This design comes from an exercise in tuning for small area, a short achievable clock period and few clock cycles on the open sky130 flow, not from production work.
Only simulation tests tie the RTL to the original design; equivalence was not proved.

the baseline:
Design MulDivUnit, start of the top module:
module MulDivUnit (
    input logic clk,
    input logic rst,
    input logic stall,
    input logic [DATA_WIDTH-1:0] dataInA,
    input logic [DATA_WIDTH-1:0] dataInB,
    input logic mulGetUpper,
    input logic [1:0] mulCode,
    input logic [1:0] divCode,
    input logic divReset,
    input logic divResetFromCI_Stage,
    input logic divReq,
    input logic divAcquire,
    input logic divRelease,
    output logic [DATA_WIDTH-1:0] mulDataOut,
    output logic [DATA_WIDTH-1:0] divDataOut,
    output logic divFinished,
    output logic divBusy,
    output logic divReserved,
    output logic divFree
);
    localparam MULDIV_STAGE_DEPTH = 3;
    PipelinedMultiplierUnit #(
        .BIT_WIDTH(DATA_WIDTH),
        .PIPELINE_DEPTH(MULDIV_STAGE_DEPTH)
    ) mulUnit (
        .clk(clk),
        .stall(stall),
        .fuOpA_In(dataInA),
        .fuOpB_In(dataInB),
        .getUpper(mulGetUpper),
        .mulCode(mulCode),
        .dataOut(mulDataOut)
    );
    typedef enum logic[1:0]
    {
        DIVIDER_PHASE_FREE       = 0,   
        DIVIDER_PHASE_RESERVED   = 1,   
        DIVIDER_PHASE_PROCESSING = 2,   
        DIVIDER_PHASE_WAITING    = 3    
    } DividerPhase;
    DividerPhase regPhase;
    DividerPhase nextPhase;
    logic divStart, doneAtReq, doneNext, flush;
    assign divStart = (regPhase == DIVIDER_PHASE_RESERVED) && divReq;
    DividerUnit divUnit(
        .clk(clk),
        .req(divStart),
        .busy(regPhase == DIVIDER_PHASE_PROCESSING),
        .fuOpA_In(dataInA),
  ...
Settings: LEC_CHECK=0, ABC_AREA=1, CAP_MARGIN=20, CORE_MARGIN=2, CORE_UTILIZATION=50, SETUP_SLACK_MARGIN=5.0, SLEW_MARGIN=20, TNS_END_PERCENT=5; clock period 10.0 ns.
run.sh (not shown) runs the stock make flow with config.mk's settings and CLKGATE_MAP_FILE= SYNTH_SCRIPT=/design/flow/synth_recipe.tcl, a recipe that flattens the netlist after the stock synthesis.
Testbench counts of the baseline, summed over its fixed seeds: cycles 9,452.
## Diff of input files: the candidate against the baseline
- a change of CORE_UTILIZATION from 50 to 40
## What came out
Looking at length of routed met3 wiring across the candidate and the baseline, the one that comes out higher is the baseline. Re width of the die: the candidate and the baseline aren't equal, and the higher value belongs to the candidate. Diff the baseline -> the candidate: worst hold slack up 16 ps; final cell count up 233; tap cell count up 21%. in2reg as the kind of critical path was reported by the candidate, and reg2reg by the baseline.

MulDivUnit again, from the RTL that the note above started with.
make LEC_CHECK=0 ABC_AREA=1 CAP_MARGIN=20 CORE_MARGIN=2 CORE_UTILIZATION=40 PLACE_DENSITY=0.72 SETUP_SLACK_MARGIN=5.0 SLEW_MARGIN=20 TNS_END_PERCENT=5 finish   # period 10.0 ns
Testbench counts at the start, summed over its fixed seeds: cycles 9,452.
Then changed:
--- a/flow/config.mk
+++ b/flow/config.mk
@@ -12 +11,0 @@
-export PLACE_DENSITY = 0.72
@@ -15 +14 @@
-export TNS_END_PERCENT = 5
+export TNS_END_PERCENT = 1
Outcome:
- The changed run passed the timing, design-rule and antenna checks
- worst setup slack improved by 100 ps
- fmax is higher by 1.9%
- routed wire length came out higher by 3.5%
- design area goes down by 0.52%
- via count went down by 1.7%
- sequential share of layout area is about the same
- clock-buffer cell count is lower by 7
- area after synthesis stays the same
- hold slack gains 17 ps

job 7521:
MulDivUnit again, from the RTL that the note above started with.
make LEC_CHECK=0 ABC_AREA=1 CAP_MARGIN=10 CORE_MARGIN=2 CORE_UTILIZATION=40 SETUP_SLACK_MARGIN=5.0 SLEW_MARGIN=10 TNS_END_PERCENT=1 finish   # period 10.0 ns
Testbench counts of job 7521, summed over its fixed seeds: cycles 9,452.
diff inputs: job 7521 => job 3914
# job 7521
export LEC_CHECK = 0
export ABC_AREA = 1
export CAP_MARGIN = 10
export CORE_MARGIN = 2
export CORE_UTILIZATION = 40
export SETUP_SLACK_MARGIN = 5.0
export SLEW_MARGIN = 10
export TNS_END_PERCENT = 1
create_clock -name core_clock -period 10.0 [get_ports {clk}]
# job 3914
export LEC_CHECK = 0
export ABC_AREA = 1
export CAP_MARGIN = 20
export CORE_MARGIN = 2
export CORE_UTILIZATION = 40
export SETUP_SLACK_MARGIN = 5.0
export SLEW_MARGIN = 20
export TNS_END_PERCENT = 1
export BUFFER_PORTS_ARGS = -buffer_cell sky130_fd_sc_hd__buf_2
create_clock -name core_clock -period 10.0 [get_ports {clk}]
==> flow/flow/run.sh (new file) <==
#!/bin/bash
# The standard layout, except that the ports are buffered with buf_2 cells
# (the default picks clkdlybuf4s50_1, a delay cell, for every port buffer).
set -euo pipefail
echo 'export BUFFER_PORTS_ARGS = -buffer_cell sky130_fd_sc_hd__buf_2' >> config.mk
bash standard.sh finish > standard.log 2>&1
==> flow/standard.sh (new file) <==
#!/bin/bash
# synth_recipe.tcl (not shown) runs the flow's synth.tcl, then flattens the netlist and writes it again
# the make line also repeats each setting of config.mk as NAME=value (left out here)
make -C /OpenROAD-flow-scripts/flow DESIGN_CONFIG=/design/flow/config.mk WORK_HOME=/design/flow/orfs CLKGATE_MAP_FILE= SYNTH_SCRIPT=/design/flow/synth_recipe.tcl "${@:-finish}"
removed: flow/run.sh
==> results.txt <==
- The final cycle utilization of the critical path was comparable across job 3914 and job 7521.
- Job 7521 ended up with divDataOut[15] as its end point of the critical path; job 3914 ended up with mulUnit.lowerGenReg[7]$_DFFE_PN_.
- In job 3914, the final standard cell utilization of the core came out 0.67 points below the value in job 7521.
The following lists how job 287 was set up differently from job 3914:
# job 3914
export LEC_CHECK = 0
export ABC_AREA = 1
export CAP_MARGIN = 20
export CORE_MARGIN = 2
export CORE_UTILIZATION = 40
export SETUP_SLACK_MARGIN = 5.0
export SLEW_MARGIN = 20
export TNS_END_PERCENT = 1
export BUFFER_PORTS_ARGS = -buffer_cell sky130_fd_sc_hd__buf_2
create_clock -name core_clock -period 10.0 [get_ports {clk}]
# job 287
export LEC_CHECK = 0
export ABC_AREA = 1
export CAP_MARGIN = 20
export CORE_MARGIN = 2
export CORE_UTILIZATION = 40
export SETUP_SLACK_MARGIN = 4.8
export SLEW_MARGIN = 20
export TNS_END_PERCENT = 20
create_clock -name core_clock -period 10.0 [get_ports {clk}]
==> flow/run.sh (new file) <==
#!/bin/bash
# synth_recipe.tcl (not shown) runs the flow's synth.tcl, then flattens the netlist and writes it again
# the make line also repeats each setting of config.mk as NAME=value (left out here)
make -C /OpenROAD-flow-scripts/flow DESIGN_CONFIG=/design/flow/config.mk WORK_HOME=/design/flow/orfs CLKGATE_MAP_FILE= SYNTH_SCRIPT=/design/flow/synth_recipe.tcl finish
removed: flow/flow/run.sh
removed: flow/standard.sh
## What came out
- Comparing worst-path maximum fanout for job 3914 and job 287, the bigger number came from job 287.
- Of job 287 and job 3914, it is job 287 that has the lower number of filler instances in the final layout.
- Relative to job 3914, global-route wire length before repair has decreased by 1200 um in job 287.
- Job 287 against job 3914: core utilization picked up an extra 0.67 points, via count neither gained nor lost much.
- When the final numbers for job 3914 and job 287 were put side by side, the post-cts repair resize count turned out to be greater in job 287.
- Job 287 reports a lower timing-limited maximum frequency than job 3914 does.
- Job 287 has less setup slack than job 3914.
- Global-route usage: job 287 vs job 3914 — no meaningful difference

## re-timing with driven ports
The flow's constraints put no driver on any port. The routed layouts listed below were extracted and timed again, unchanged, in two steps.
Step 1: set_driving_cell puts a clkbuf_16 on clk and a buf_2 on each other input, an assumption about the parent block.
Step 2 moves the port delays by t, midway between the first and last clock arrival at a register: inputs arrive t later, outputs are due t later. That takes back most of the time a late clock gives input paths.
Three values: no drivers, after step 1, after step 2; two values: the first two.
run	shift t [ns]	slack for setup (ns)	worst hold slack (ns)	latest minus earliest clock arrival (ns)
the baseline	0.677	4.611 / 4.611 / 4.184	0.521 / 0.521 / 0.521	0.039 / 0.040
the candidate	0.665	4.630 / 4.604 / 3.996	0.536 / 0.536 / 0.536	0.040 / 0.040
the first run of note 2	0.695	4.518 / 4.518 / 3.990	0.517 / 0.517 / 0.517	0.058 / 0.058
the second run of note 2	0.665	4.618 / 4.547 / 4.032	0.534 / 0.534 / 0.534	0.042 / 0.041
job 7521	0.665	4.601 / 4.530 / 4.017	0.534 / 0.534 / 0.534	0.041 / 0.041
job 3914	0.675	4.594 / 4.594 / 4.074	0.517 / 0.517 / 0.517	0.065 / 0.065
job 287	0.669	4.571 / 4.561 / 3.986	0.536 / 0.536 / 0.536	0.043 / 0.043
After both steps setup and hold are still met in every run listed. The setup slack of the candidate, which loses most, moves by -0.026 ns with the drivers and by -0.634 ns with both steps.
